This design comes from an exercise in tuning for small area on the open sky130 flow, not from production work. Only simulation tests tie the RTL to the original design; equivalence was not proved. The flow treats the clock pin as an ideal source, which a real chip does not have. Power is estimated from default activity; no workload was simulated.

==> v21 <==
## usb
module usb(
    input rst_n,
    input clk_48,
    input rx_j,
    input rx_se0,
    output tx_en,
    output tx_j,
    output tx_se0,
    input[6:0] usb_address,
    output usb_rst,
    output reg transaction_active,
    output reg[3:0] endpoint,
    output reg direction_in,
    output reg setup,
    input data_toggle,
    input[1:0] handshake,
    output reg[7:0] data_out,
    input[7:0] data_in,
    input data_in_valid,
    output reg data_strobe,
    output reg success
    );
localparam
    hs_ack = 2'b00,
    hs_none = 2'b01,
    hs_nak = 2'b10,
    hs_stall = 2'b11;
reg[2:0] j_samples;
reg[4:0] se0_samples;
always @(posedge clk_48) begin
    j_samples <= { j_samples[1:0], rx_j };
    se0_samples <= { se0_samples[3:0], rx_se0 };
end
wire j = (j_samples[0] & j_samples[1]) | (j_samples[0] & j_samples[2]) | (j_samples[1] & j_samples[2]);
wire[4:0] ss = se0_samples;
wire se0 = (ss[0] & ss[1] & ss[2]) | (ss[0] & ss[1] & ss[3]) | (ss[0] & ss[1] & ss[4]) | (ss[0] & ss[2] & ss[3]) |
    (ss[0] & ss[2] & ss[4]) | (ss[0] & ss[3] & ss[4]) | (ss[1] & ss[2] & ss[3]) | (ss[1] & ss[2] & ss[4]) |
    (ss[1] & ss[3] & ss[4]) | (ss[2] & ss[3] & ss[4]);
  ...
==> flow/config.mk <==
export PLATFORM = sky130hd
export DESIGN_NAME = usb
export DESIGN_NICKNAME = usb
export VERILOG_FILES = /design/flow/design.v
export SDC_FILE = /design/flow/constraint.sdc
export NUM_CORES = 4
export LEC_CHECK = 0
export CAP_MARGIN = 20
export CORE_MARGIN = 2
export CORE_UTILIZATION = 40
export PLACE_DENSITY = 0.6
export SLEW_MARGIN = 20
==> flow/constraint.sdc <==
create_clock -name core_clock -period 20.8 [get_ports {clk_48}]
set_input_delay 4.1600 -clock core_clock [delete_from_list [all_inputs] [get_ports {clk_48}]]
set_output_delay 4.1600 -clock core_clock [all_outputs]
set_load 0.01 [all_outputs]
standard.sh (not shown) runs the stock make flow with config.mk's settings and CLKGATE_MAP_FILE= SYNTH_SCRIPT=/design/flow/synth_recipe.tcl, a recipe that flattens the netlist after the stock synthesis.
==> flow/flow/run.sh <==
#!/bin/bash
# The standard layout (standard.sh), with
#  - synthesis mapped by an area-oriented ABC script (flow/synth.tcl),
#  - one buf_1 per port instead of the default port buffer,
#  - a clock tree of clkbuf_8 without dummy loads.
# Each tool's output goes to a log file in this folder.
set -euo pipefail
W=$(pwd)
export OWN_ABC_SCRIPT="$W/flow/abc_area.script"
export FLOW_SYNTH_TCL="$W/synth_recipe.tcl"
export BUFFER_PORTS_ARGS="-buffer_cell sky130_fd_sc_hd__buf_1"
export CTS_ARGS="-sink_clustering_enable -repair_clock_nets -dont_use_dummy_load -buf_list sky130_fd_sc_hd__clkbuf_8"
sed "s#SYNTH_SCRIPT=[^ ]*synth_recipe.tcl#SYNTH_SCRIPT=$W/flow/synth.tcl#" standard.sh > own_standard.sh
grep -q "SYNTH_SCRIPT=$W/flow/synth.tcl" own_standard.sh
bash own_standard.sh > standard.log 2>&1
==> flow/flow/abc_area.script <==
strash
&get -n
&fraig -x
&put
dc2
strash
&get -n
&dch -f
&nf
&put
==> flow/flow/synth.tcl <==
# The standard synthesis script, with the technology mapping done by an
# area-oriented ABC script (flow/abc_area.script) instead of ORFS's speed
# script. Everything else, the flip-flop mapping included, is unchanged.
proc abc {args} {
  set out {}
  for {set i 0} {$i < [llength $args]} {incr i} {
    set a [lindex $args $i]
    if {$a eq "-script"} {
      incr i
      lappend out -script $::env(OWN_ABC_SCRIPT)
      continue
    }
    lappend out $a
  }
  yosys abc {*}$out
}
source $::env(FLOW_SYNTH_TCL)
==> v29: changes against v21 <==
--- a/flow/design.v
+++ b/flow/design.v
@@ -127,11 +127,11 @@
 wire[8:0] next_shift = { data_out, d };
 reg[15:0] crc;
 wire rx_token = (rx_pid[1:0] == 2'b01);
 wire rx_crc_fb = (rx_token? crc[4]: crc[15]) ^ d;
 wire[15:0] rx_crc_next = { crc[14] ^ rx_crc_fb, crc[13:2], crc[1] ^ rx_crc_fb, crc[0], rx_crc_fb };
-wire rx_crc_match = rx_token? (crc[4:0] == 5'b01100): (crc == 16'b1000000000001101);
+wire rx_crc_valid = rx_token? (rx_crc_next[4:0] == 5'b01100): (rx_crc_next == 16'b1000000000001101);
 always @(posedge clk_48) begin
     if (strobe) begin
         rx_byte_done <= rx_complete;
         rx_byte_done2 <= rx_byte_done;
     end
@@ -168,11 +168,12 @@
 end
 always @(posedge clk_48) begin
     if (strobe) begin
         case (rx_state)
             rs_idle: begin
-                data_out <= 8'b00000001;
+                if (sync)
+                    data_out <= 8'b00000001;
             end
             rs_pid: begin
                 if (!se0) begin
                     if (next_shift[8]) begin
                         rx_pid <= { next_shift[4], next_shift[5], next_shift[6], next_shift[7] };
@@ -189,20 +190,19 @@
                         rx_first_bit <= d;
                     end else if (rx_byte_done2) begin
                         data_out <= { 6'b000001, rx_first_bit, d };
                     end else if (next_shift[8]) begin
                         data_out <= recv_queue_1;
+                        rx_crc_ok <= rx_crc_valid;
                     end else begin
                         data_out <= next_shift[7:0];
                     end
                 end
             end
             default: begin
             end
         endcase
-        if (rx_byte_done)
-            rx_crc_ok <= rx_crc_match;
     end
 end
 always @(posedge clk_48) begin
     if (!rx_packet) begin
         recv_queue_1_valid <= 1'b0;
@@ -297,10 +297,30 @@
     end
 end
 reg tx_data_load;
 reg[7:0] tx_data_value;
 always @(posedge clk_48) begin
+    if (tx_data_load)
+        recv_queue_0 <= tx_data_value;
+    else if (rx_complete && !tx_en)
+        recv_queue_0 <= {
+            next_shift[0], next_shift[1], next_shift[2], next_shift[3],
+            next_shift[4], next_shift[5], next_shift[6], next_shift[7] };
+end
+always @(posedge clk_48) begin
+    if (tx_strobe && (tx_en || tx_transmit)) begin
+        if (!tx_en)
+            recv_queue_1 <= 8'b10000000;  
+        else if (tx_shift_empty)
+            recv_queue_1 <= recv_queue_0;
+        else
+            recv_queue_1 <= { tx_mark, recv_queue_1[7:1] };
+    end else if (rx_complete && !tx_en) begin
+        recv_queue_1 <= recv_queue_0;
+    end
+end
+always @(posedge clk_48) begin
     if (bit_strobe) begin
         if (tx_state == ts_idle || !txd || bit_stuff || txse0)
             bit_stuff_counter <= 3'b001;
         else
             bit_stuff_counter <= seq_step(bit_stuff_counter);
@@ -543,26 +563,6 @@
                     state <= st_idle;
             end
         endcase
     end
 end
-always @(posedge clk_48) begin
-    if (tx_data_load)
-        recv_queue_0 <= tx_data_value;
-    else if (rx_complete && !tx_en)
-        recv_queue_0 <= {
-            next_shift[0], next_shift[1], next_shift[2], next_shift[3],
-            next_shift[4], next_shift[5], next_shift[6], next_shift[7] };
-end
-always @(posedge clk_48) begin
-    if (tx_pid_load) begin
-        recv_queue_1 <= 8'b10000000;  
-    end else if (tx_strobe && tx_en) begin
-        if (tx_shift_empty)
-            recv_queue_1 <= recv_queue_0;
-        else
-            recv_queue_1 <= { tx_mark, recv_queue_1[7:1] };
-    end else if (rx_complete && !tx_en) begin
-        recv_queue_1 <= recv_queue_0;
-    end
-end
 endmodule
==> flow/flow/run.sh (replaced) <==
#!/bin/bash
set -euo pipefail
export BUFFER_PORTS_ARGS="-buffer_cell sky130_fd_sc_hd__buf_1"
export CTS_ARGS="-sink_clustering_enable -repair_clock_nets -dont_use_dummy_load -buf_list sky130_fd_sc_hd__clkbuf_8 -sink_clustering_size 40 -sink_clustering_max_diameter 200"
bash standard.sh > standard.log 2>&1
removed: flow/flow/abc_area.script
removed: flow/flow/synth.tcl
==> qor summary <==
item	v21	v29
Wire per inst	17.7 um	17.8 um
Compound-cell area share of the yosys netlist	0.152	0.162
Combinational share of power	0.256	0.111
Portion of the post-synthesis area used by sequential elements	0.549	0.525
Global-route wire length before repair	21300 um	21300 um
Number of logic stages on the critical path including buffering	5	4
Non-Clock Inverter Count	19	23
Last weighted congestion value of the routability-driven placer	0.949	0.880
Maximum achievable frequency	109 MHz	108 MHz
Vias in the first global route	4180	4128
Final wirelength	13100 um	13600 um
Post-synthesis cell count	512	554
Height of the chip	119 um	123 um
Run status	finished clean	finished clean
Fraction of area in non-clock buffers	0.0351	0.0292
Worst-Margin Slew	0.987 ns	1.07 ns
Worst min-delay path endpoint	j_samples[2]	se0_samples[2]
Multi-input logic area	0.00233 mm^2	0.00250 mm^2
Die W	119 um	123 um
DP HPWL	9660 um	9800 um
Internal Power	0.000369 W	0.000302 W
Dpl cells	733	754
Adder and majority cell fraction of the synthesized area	0.0204	0.0196

========
==> run a <==
usb again, from the RTL that the note above started with.
==> flow/config.mk <==
export PLATFORM = sky130hd
export DESIGN_NAME = usb
export DESIGN_NICKNAME = usb
export VERILOG_FILES = /design/flow/design.v
export SDC_FILE = /design/flow/constraint.sdc
export NUM_CORES = 4
export LEC_CHECK = 0
export CAP_MARGIN = 20
export CORE_MARGIN = 2
export CORE_UTILIZATION = 40
export PLACE_DENSITY = 0.6
export SLEW_MARGIN = 20
==> flow/constraint.sdc <==
create_clock -name core_clock -period 20.8 [get_ports {clk_48}]
set_input_delay 4.1600 -clock core_clock [delete_from_list [all_inputs] [get_ports {clk_48}]]
set_output_delay 4.1600 -clock core_clock [all_outputs]
set_load 0.01 [all_outputs]
==> flow/flow/run.sh <==
#!/bin/bash
# The standard layout (standard.sh), with
#  - synthesis mapped by an area-oriented ABC script (flow/synth.tcl),
#  - one buf_1 per port instead of the default port buffer,
#  - a clock tree of clkbuf_8 without dummy loads.
# Each tool's output goes to a log file in this folder.
set -euo pipefail
W=$(pwd)
export OWN_ABC_SCRIPT="$W/flow/abc_area.script"
export FLOW_SYNTH_TCL="$W/synth_recipe.tcl"
export BUFFER_PORTS_ARGS="-buffer_cell sky130_fd_sc_hd__buf_1"
export CTS_ARGS="-sink_clustering_enable -repair_clock_nets -dont_use_dummy_load -buf_list sky130_fd_sc_hd__clkbuf_8"
sed "s#SYNTH_SCRIPT=[^ ]*synth_recipe.tcl#SYNTH_SCRIPT=$W/flow/synth.tcl#" standard.sh > own_standard.sh
grep -q "SYNTH_SCRIPT=$W/flow/synth.tcl" own_standard.sh
bash own_standard.sh > standard.log 2>&1
==> flow/flow/abc_area.script <==
strash
&get -n
&fraig -x
&put
dc2
strash
&get -n
&dch -f
&nf -R 1000
&put
strash
&get -n
&dch -f
&nf -R 1000
&put
==> flow/flow/synth.tcl <==
# The standard synthesis script, with the technology mapping done by an
# area-oriented ABC script (flow/abc_area.script) instead of ORFS's speed
# script. Everything else, the flip-flop mapping included, is unchanged.
proc abc {args} {
  set out {}
  for {set i 0} {$i < [llength $args]} {incr i} {
    set a [lindex $args $i]
    if {$a eq "-script"} {
      incr i
      lappend out -script $::env(OWN_ABC_SCRIPT)
      continue
    }
    lappend out $a
  }
  yosys abc {*}$out
}
source $::env(FLOW_SYNTH_TCL)
==> run b: changes against run a <==
--- a/flow/design.v
+++ b/flow/design.v
@@ -89,26 +89,24 @@
         if (sync_in)
             sync_m <= sync_p? { sync_m[0], !sync_m[1] || sync_m[0] }: 2'b10;
         else if (sync_p)
             sync_m <= 2'b10;
     end
 end
 wire sync = (sync_m == 2'b11) && sync_p && !j && !se0;
-reg[3:0] reset_pre;
-reg reset_long;
-wire reset_wrap = se0 && reset_pre == 4'b1000;
-wire reset_count = se0 && (reset_long || reset_wrap);
-wire reset_end;
-assign usb_rst = reset_long && reset_end && rst_n;
+localparam[18:0] reset_lfsr_start = 19'h2afdd;
+reg[18:0] reset_lfsr;
+wire reset_lfsr_low = &reset_lfsr[17:0];
+assign usb_rst = reset_lfsr_low && reset_lfsr[18] && rst_n;
+wire reset_lfsr_fb = !(reset_lfsr[18] ^ reset_lfsr[17] ^ reset_lfsr[16] ^ reset_lfsr[13]) || reset_lfsr_low;
 always @(posedge clk_48) begin
     if (!se0 || !rst_n)
-        reset_pre <= 4'b0001;
+        reset_lfsr <= reset_lfsr_start;
     else
-        reset_pre <= { reset_pre[2:0], reset_pre[3] ^ reset_pre[2] };
-    reset_long <= rst_n && reset_count;
+        reset_lfsr <= { reset_lfsr[17:0], reset_lfsr_fb };
 end
 localparam
     rs_idle = 2'b00,
     rs_done = 2'b10,
     rs_pid = 2'b01,
     rs_data = 2'b11;
 reg[1:0] rx_state;
@@ -125,15 +123,15 @@
 wire rx_datastrobe = rx_byte_done && strobe;
 wire rx_complete = strobe && rx_state == rs_data && !se0 && !rx_byte_done && !rx_byte_done2 && next_shift[8];
 wire[8:0] next_shift = { data_out, d };
 reg[15:0] crc;
 wire rx_token = (rx_pid[1:0] == 2'b01);
 wire rx_crc_fb = (rx_token? crc[4]: crc[15]) ^ d;
 wire[15:0] rx_crc_next = { crc[14] ^ rx_crc_fb, crc[13:2], crc[1] ^ rx_crc_fb, crc[0], rx_crc_fb };
-wire rx_crc_match = rx_token? (crc[4:0] == 5'b01100): (crc == 16'b1000000000001101);
+wire rx_crc_valid = rx_token? (rx_crc_next[4:0] == 5'b01100): (rx_crc_next == 16'b1000000000001101);
 always @(posedge clk_48) begin
     if (strobe) begin
         rx_byte_done <= rx_complete;
         rx_byte_done2 <= rx_byte_done;
     end
 end
 always @(posedge clk_48 or negedge rst_n) begin
@@ -166,15 +164,16 @@
         endcase
     end
 end
 always @(posedge clk_48) begin
     if (strobe) begin
         case (rx_state)
             rs_idle: begin
-                data_out <= 8'b00000001;
+                if (sync)
+                    data_out <= 8'b00000001;
             end
             rs_pid: begin
                 if (!se0) begin
                     if (next_shift[8]) begin
                         rx_pid <= { next_shift[4], next_shift[5], next_shift[6], next_shift[7] };
                         rx_crc_ok <= 1'b0;
                         data_out <= 8'b00000001;
@@ -187,24 +186,23 @@
                 if (!se0) begin
                     if (rx_byte_done) begin
                         rx_first_bit <= d;
                     end else if (rx_byte_done2) begin
                         data_out <= { 6'b000001, rx_first_bit, d };
                     end else if (next_shift[8]) begin
                         data_out <= recv_queue_1;
+                        rx_crc_ok <= rx_crc_valid;
                     end else begin
                         data_out <= next_shift[7:0];
                     end
                 end
             end
             default: begin
             end
         endcase
-        if (rx_byte_done)
-            rx_crc_ok <= rx_crc_match;
     end
 end
 always @(posedge clk_48) begin
     if (!rx_packet) begin
         recv_queue_1_valid <= 1'b0;
         recv_queue_0_valid <= 1'b0;
     end else if (rx_datastrobe) begin
@@ -295,14 +293,34 @@
             tx_mark <= 1'b0;
         end
     end
 end
 reg tx_data_load;
 reg[7:0] tx_data_value;
 always @(posedge clk_48) begin
+    if (tx_data_load)
+        recv_queue_0 <= tx_data_value;
+    else if (rx_complete && !tx_en)
+        recv_queue_0 <= {
+            next_shift[0], next_shift[1], next_shift[2], next_shift[3],
+            next_shift[4], next_shift[5], next_shift[6], next_shift[7] };
+end
+always @(posedge clk_48) begin
+    if (tx_strobe && (tx_en || tx_transmit)) begin
+        if (!tx_en)
+            recv_queue_1 <= 8'b10000000;  
+        else if (tx_shift_empty)
+            recv_queue_1 <= recv_queue_0;
+        else
+            recv_queue_1 <= { tx_mark, recv_queue_1[7:1] };
+    end else if (rx_complete && !tx_en) begin
+        recv_queue_1 <= recv_queue_0;
+    end
+end
+always @(posedge clk_48) begin
     if (bit_strobe) begin
         if (tx_state == ts_idle || !txd || bit_stuff || txse0)
             bit_stuff_counter <= 3'b001;
         else
             bit_stuff_counter <= seq_step(bit_stuff_counter);
     end
 end
@@ -312,23 +330,16 @@
     if (bit_strobe)
         last_j <= tx_en? txj: 1'b1;
 end
 assign tx_j = txj;
 assign tx_se0 = txse0;
 wire tx_crc_fb = !dump_crc && (crc[15] ^ txd);
 wire[15:0] tx_crc_next = { crc[14] ^ tx_crc_fb, crc[13:2], crc[1] ^ tx_crc_fb, crc[0], tx_crc_fb };
-assign reset_end = crc == 16'hb973;
-wire[15:0] reset_crc_next = { crc[14] ^ crc[15], crc[13:2], crc[1] ^ crc[15], crc[0], crc[15] };
 always @(posedge clk_48) begin
-    if (reset_count) begin
-        if (!reset_long)
-            crc <= 16'hffff;
-        else if (reset_wrap && !reset_end)
-            crc <= reset_crc_next;
-    end else if (tx_en) begin
+    if (tx_en) begin
         if (!(dump_crc || tx_crc_enabled))
             crc <= 16'hffff;
         else if (tx_strobe)
             crc <= tx_crc_next;
     end else begin
         if (!rx_packet)
             crc <= 16'hffff;
@@ -424,16 +435,16 @@
                         end
                     end
                 end
             end
             st_data: begin
                 if (!rx_packet) begin
                     state <= st_idle;
-                    case (rx_pid[1])
-                        1'b0: begin
+                    case (rx_pid[1:0])
+                        pt_token: begin
                             if (recv_queue_1_valid && rx_crc_ok && recv_queue_1[6:0] == usb_address && rx_pid[3:2] != tok_sof) begin
                                 token_timeout <= 7'b0000001;
                                 transaction_active <= 1'b1;
                                 endpoint <= { recv_queue_0[2:0], recv_queue_1[7] };
                                 case (rx_pid[3:2])
                                     tok_in: begin
                                         direction_in <= 1'b1;
@@ -454,27 +465,41 @@
                             end else begin
                                 transaction_active <= 1'b0;
                                 endpoint <= 4'b0;
                                 direction_in <= 1'b0;
                                 setup <= 1'b0;
                             end
                         end
-                        default: begin
+                        pt_data: begin
                             if (recv_queue_1_valid && rx_crc_ok) begin
-                                if (!handshake_latch[1])
+                                if (handshake_latch == hs_ack || handshake_latch == hs_none)
                                     success <= 1'b1;
                                 state <= st_send_handshake;
                             end
                         end
+                        default: begin
+                            endpoint <= 4'b0;
+                            direction_in <= 1'b0;
+                            setup <= 1'b0;
+                        end
+                    endcase
+                end else if (rx_datastrobe) begin
+                    case (rx_pid[1:0])
+                        pt_token: begin
+                            if (recv_queue_1_valid)
+                                state <= st_err;
+                        end
+                        pt_data: begin
+                            if (recv_queue_1_valid && (handshake_latch == hs_ack || handshake_latch == hs_none))
+                                data_strobe <= 1'b1;
+                        end
+                        default: begin
+                            state <= st_err;
+                        end
                     endcase
-                end else if (rx_datastrobe && recv_queue_1_valid) begin
-                    if (!rx_pid[1])
-                        state <= st_err;
-                    else if (!handshake_latch[1])
-                        data_strobe <= 1'b1;
                 end
             end
             st_in: begin
                 if (!tx_transmit && short_idle) begin
                     if (handshake != hs_ack && handshake != hs_none) begin
                         state <= st_send_handshake;
                     end else begin
@@ -541,28 +566,8 @@
                 transaction_active <= 1'b0;
                 if (!tx_en && !rx_packet)
                     state <= st_idle;
             end
         endcase
     end
 end
-always @(posedge clk_48) begin
-    if (tx_data_load)
-        recv_queue_0 <= tx_data_value;
-    else if (rx_complete && !tx_en)
-        recv_queue_0 <= {
-            next_shift[0], next_shift[1], next_shift[2], next_shift[3],
-            next_shift[4], next_shift[5], next_shift[6], next_shift[7] };
-end
-always @(posedge clk_48) begin
-    if (tx_pid_load) begin
-        recv_queue_1 <= 8'b10000000;  
-    end else if (tx_strobe && tx_en) begin
-        if (tx_shift_empty)
-            recv_queue_1 <= recv_queue_0;
-        else
-            recv_queue_1 <= { tx_mark, recv_queue_1[7:1] };
-    end else if (rx_complete && !tx_en) begin
-        recv_queue_1 <= recv_queue_0;
-    end
-end
 endmodule
==> flow/flow/run.sh (replaced) <==
#!/bin/bash
set -euo pipefail
export BUFFER_PORTS_ARGS="-buffer_cell sky130_fd_sc_hd__buf_1"
export CTS_ARGS="-sink_clustering_enable -repair_clock_nets -dont_use_dummy_load -buf_list sky130_fd_sc_hd__clkbuf_8 -sink_clustering_size 40 -sink_clustering_max_diameter 200"
bash standard.sh > standard.log 2>&1
removed: flow/flow/abc_area.script
removed: flow/flow/synth.tcl
==> run c: changes against run a <==
--- a/flow/design.v
+++ b/flow/design.v
@@ -112,16 +112,16 @@
     rs_pid = 2'b01,
     rs_data = 2'b11;
 reg[1:0] rx_state;
 assign rx_packet = (rx_state == rs_data);
 reg[3:0] rx_pid;
 reg rx_crc_ok;
 reg rx_byte_done;      
-reg rx_byte_done2;     
-reg rx_first_bit;      
+wire rx_byte_done2;
+wire rx_first_bit;
 reg[7:0] recv_queue_0;
 reg[7:0] recv_queue_1;
 reg recv_queue_0_valid;
 reg recv_queue_1_valid;
 wire rx_datastrobe = rx_byte_done && strobe;
 wire rx_complete = strobe && rx_state == rs_data && !se0 && !rx_byte_done && !rx_byte_done2 && next_shift[8];
 wire[8:0] next_shift = { data_out, d };
@@ -129,15 +129,14 @@
 wire rx_token = (rx_pid[1:0] == 2'b01);
 wire rx_crc_fb = (rx_token? crc[4]: crc[15]) ^ d;
 wire[15:0] rx_crc_next = { crc[14] ^ rx_crc_fb, crc[13:2], crc[1] ^ rx_crc_fb, crc[0], rx_crc_fb };
 wire rx_crc_match = rx_token? (crc[4:0] == 5'b01100): (crc == 16'b1000000000001101);
 always @(posedge clk_48) begin
     if (strobe) begin
         rx_byte_done <= rx_complete;
-        rx_byte_done2 <= rx_byte_done;
     end
 end
 always @(posedge clk_48 or negedge rst_n) begin
     if (!rst_n) begin
         rx_state <= rs_idle;
     end else if (strobe) begin
         case (rx_state)
@@ -171,26 +170,24 @@
         case (rx_state)
             rs_idle: begin
                 data_out <= 8'b00000001;
             end
             rs_pid: begin
                 if (!se0) begin
                     if (next_shift[8]) begin
-                        rx_pid <= { next_shift[4], next_shift[5], next_shift[6], next_shift[7] };
                         rx_crc_ok <= 1'b0;
                         data_out <= 8'b00000001;
                     end else begin
                         data_out <= next_shift[7:0];
                     end
                 end
             end
             rs_data: begin
                 if (!se0) begin
                     if (rx_byte_done) begin
-                        rx_first_bit <= d;
                     end else if (rx_byte_done2) begin
                         data_out <= { 6'b000001, rx_first_bit, d };
                     end else if (next_shift[8]) begin
                         data_out <= recv_queue_1;
                     end else begin
                         data_out <= next_shift[7:0];
                     end
@@ -219,30 +216,32 @@
 wire bit_strobe = tx_clock == 2'b00;
 always @(posedge clk_48 or negedge rst_n) begin
     if (!rst_n)
         tx_clock <= 2'b00;
     else
         tx_clock <= { tx_clock[0], !tx_clock[1] };
 end
-reg[2:0] bit_stuff_counter;
-wire bit_stuff = bit_stuff_counter == 3'b100;
+wire[2:0] bit_stuff_counter = rx_pid[2:0];
+wire bit_stuff = tx_en && bit_stuff_counter == 3'b100;
 wire tx_strobe = bit_strobe && !bit_stuff;
 reg[2:0] tx_state;
 localparam
     ts_idle = 3'b000,
     ts_run  = 3'b001,
     ts_eop1 = 3'b010,
     ts_eop2 = 3'b011,
     ts_eop3 = 3'b100,
     ts_crc1 = 3'b110,
     ts_crc2 = 3'b111;
 assign tx_en = (tx_state != ts_idle);
 reg tx_mark;
 wire[8:0] tx_shift = { tx_mark, recv_queue_1 };
 reg tx_crc_enabled;
+assign rx_byte_done2 = tx_crc_enabled;
+assign rx_first_bit = tx_mark;
 wire dump_crc = tx_state == ts_crc1 || tx_state == ts_crc2;
 wire txd = dump_crc? !crc[15]: recv_queue_1[0];
 wire txse0 = !bit_stuff && (tx_state == ts_eop1 || tx_state == ts_eop2);
 wire tx_shift_empty = (tx_shift[8:2] == 7'b0);
 wire tx_data_strobe = tx_transmit && tx_shift_empty && tx_strobe && tx_en;
 always @(posedge clk_48 or negedge rst_n) begin
     if (!rst_n) begin
@@ -280,41 +279,48 @@
             end
             default: begin
             end
         endcase
     end
 end
 always @(posedge clk_48) begin
-    if (tx_strobe) begin
-        if (!tx_en) begin
-            tx_mark <= 1'b1;
-            tx_crc_enabled <= 1'b0;
-        end else if (tx_shift_empty) begin
+    if (tx_strobe && tx_en) begin
+        if (tx_shift_empty) begin
             tx_mark <= 1'b1;
             tx_crc_enabled <= tx_enable_crc16;
         end else begin
             tx_mark <= 1'b0;
         end
+    end else if (tx_strobe && tx_transmit) begin
+        tx_mark <= 1'b1;
+        tx_crc_enabled <= 1'b0;
+    end else if (!tx_en && strobe) begin
+        tx_crc_enabled <= rx_byte_done;
+        if (rx_byte_done && rx_state == rs_data && !se0)
+            tx_mark <= d;
     end
 end
 reg tx_data_load;
 reg[7:0] tx_data_value;
-always @(posedge clk_48) begin
-    if (bit_strobe) begin
-        if (tx_state == ts_idle || !txd || bit_stuff || txse0)
-            bit_stuff_counter <= 3'b001;
-        else
-            bit_stuff_counter <= seq_step(bit_stuff_counter);
-    end
-end
-reg last_j;
+wire last_j = rx_pid[3];
 wire txj = tx_state == ts_idle || tx_state == ts_eop3? 1'b1: ((bit_stuff || !txd)? !last_j: last_j);
 always @(posedge clk_48) begin
-    if (bit_strobe)
-        last_j <= tx_en? txj: 1'b1;
+    if (tx_en) begin
+        if (bit_strobe) begin
+            if (!txd || bit_stuff || txse0)
+                rx_pid[2:0] <= 3'b001;
+            else
+                rx_pid[2:0] <= seq_step(bit_stuff_counter);
+            rx_pid[3] <= txj;
+        end
+    end else if (tx_strobe && tx_transmit) begin
+        rx_pid <= 4'b1001;
+    end else if (strobe && rx_state == rs_pid && !se0 && next_shift[8]) begin
+        rx_pid <= { next_shift[4], next_shift[5], next_shift[6], next_shift[7] };
+    end
 end
 assign tx_j = txj;
 assign tx_se0 = txse0;
 wire tx_crc_fb = !dump_crc && (crc[15] ^ txd);
 wire[15:0] tx_crc_next = { crc[14] ^ tx_crc_fb, crc[13:2], crc[1] ^ tx_crc_fb, crc[0], tx_crc_fb };
 assign reset_end = crc == 16'hb973;
 wire[15:0] reset_crc_next = { crc[14] ^ crc[15], crc[13:2], crc[1] ^ crc[15], crc[0], crc[15] };
@@ -334,21 +340,21 @@
             crc <= 16'hffff;
         else if (strobe)
             crc <= rx_crc_next;
     end
 end
 localparam
     st_idle = 3'b000,
-    st_data = 3'b001,
-    st_err = 3'b010,
-    st_send_handshake = 3'b011,
-    st_in = 3'b100,
-    st_prep_recv_ack = 3'b101,
-    st_recv_ack = 3'b110,
-    st_send_ack = 3'b111;
+    st_data = 3'b101,
+    st_err = 3'b001,
+    st_send_handshake = 3'b111,
+    st_in = 3'b010,
+    st_prep_recv_ack = 3'b110,
+    st_recv_ack = 3'b011,
+    st_send_ack = 3'b100;
 reg[2:0] state;
 assign tx_send_crc16 = state == st_prep_recv_ack;
 localparam
     pt_special   = 2'b00,
     pt_token     = 2'b01,
     pt_handshake = 2'b10,
     pt_data      = 2'b11;
==> flow/flow/run.sh (replaced) <==
#!/bin/bash
# The standard layout (standard.sh), with
#  - synthesis mapped by an area-oriented ABC script (flow/synth.tcl),
#  - one buf_1 per port instead of the default port buffer,
#  - a clock tree of clkbuf_8 without dummy loads, whose buffers are upsized
#    where the clock slew is high (flow/post_cts.tcl).
# Each tool's output goes to a log file in this folder.
set -euo pipefail
W=$(pwd)
export OWN_ABC_SCRIPT="$W/flow/abc_area.script"
export FLOW_SYNTH_TCL="$W/synth_recipe.tcl"
export BUFFER_PORTS_ARGS="-buffer_cell sky130_fd_sc_hd__buf_1"
export POST_CTS_TCL="$W/flow/post_cts.tcl"
export CTS_ARGS="-sink_clustering_enable -repair_clock_nets -dont_use_dummy_load -buf_list sky130_fd_sc_hd__clkbuf_8"
sed "s#SYNTH_SCRIPT=[^ ]*synth_recipe.tcl#SYNTH_SCRIPT=$W/flow/synth.tcl#" standard.sh > own_standard.sh
grep -q "SYNTH_SCRIPT=$W/flow/synth.tcl" own_standard.sh
bash own_standard.sh > standard.log 2>&1
==> flow/flow/post_cts.tcl (new file) <==
# After clock tree synthesis: upsize clock buffers (clkbuf_8 -> clkbuf_16)
# whose flip-flop clock pins see an estimated slew above 95 ps, one step per
# pass, then legalize the placement again.
proc upsize_clock_buffers {limit} {
  set order {sky130_fd_sc_hd__clkbuf_4 sky130_fd_sc_hd__clkbuf_8 sky130_fd_sc_hd__clkbuf_16}
  for {set pass 0} {$pass < 4} {incr pass} {
    estimate_parasitics -placement
    set todo [dict create]
    foreach pin [get_pins -hierarchical */CLK] {
      if {[get_property $pin slew_max] <= $limit} continue
      set net [get_nets -of_objects $pin]
      foreach drv [get_pins -of_objects $net -filter "direction == output"] {
        set inst [get_cells -of_objects $drv]
        dict set todo [get_full_name $inst] $inst
      }
    }
    set changed 0
    dict for {name inst} $todo {
      set m [get_property $inst ref_name]
      set k [lsearch $order $m]
      if {$k >= 0 && $k < [llength $order] - 1} {
        puts "upsize_clock_buffers: $name $m -> [lindex $order [expr {$k + 1}]]"
        replace_cell $inst [lindex $order [expr {$k + 1}]]
        incr changed
      }
    }
    puts "upsize_clock_buffers: pass $pass changed $changed"
    if {$changed == 0} break
  }
}
upsize_clock_buffers 0.095
detailed_placement
check_placement -verbose
estimate_parasitics -placement
CAP_MARGIN = 5   (was 20)
SLEW_MARGIN = 5   (was 20)
==> notes <==
- Run c went through all stages and came out clean. Run a completed without violations. Run b produced a clean layout.
- Against run c, the power of run a is smaller by 37%.
- The lowest via count belongs to run c, the highest to run b.
- First-iteration DRC count, lowest first: run b, run c, run a.
- The highest final area belongs to run b, the lowest to run c.
- Synthesized cell count, lowest first: run c, run a, run b.
- The lowest clock skew belongs to run c, the highest to run a.

==> static timing again, ports no longer ideal <==
The results above use ideal ports. As a check the final layouts listed here were re-extracted and re-timed, cells and wires unchanged.
Step 1 (the two cells are an assumption about what drives the block):
set clk [get_ports {clk_48}]
set_driving_cell -lib_cell sky130_fd_sc_hd__clkbuf_16 $clk
set_driving_cell -lib_cell sky130_fd_sc_hd__buf_2 [delete_from_list [all_inputs] $clk]
Step 2, shift: input delay + t, output delay - t, t = (earliest + latest rising clock arrival at the registers) / 2. This alone moves slack from input paths to output paths.
Slacks: ideal / step 1 / step 2; pairs: ideal / step 1.
| run | t, ns | setup slack, ns | hold slack, ns | worst setup path after step 2 |
|---|---|---|---|---|
| v21 | 0.419 | 11.593 / 11.570 / 11.570 | 0.355 / 0.355 / 0.355 | input to output |
| v29 | 0.412 | 11.526 / 11.503 / 11.503 | 0.355 / 0.355 / 0.355 | input to output |
| run a | 0.412 | 11.597 / 11.568 / 11.568 | 0.360 / 0.360 / 0.360 | input to output |
| run b | 0.465 | 11.407 / 11.384 / 11.384 | 0.354 / 0.354 / 0.354 | input to output |
| run c | 0.423 | 11.560 / 11.534 / 11.534 | 0.356 / 0.356 / 0.356 | input to output |
After both steps setup and hold are still met in every run listed. The setup slack of run a, which loses most, moves by -0.029 ns with the drivers and by -0.029 ns with both steps.
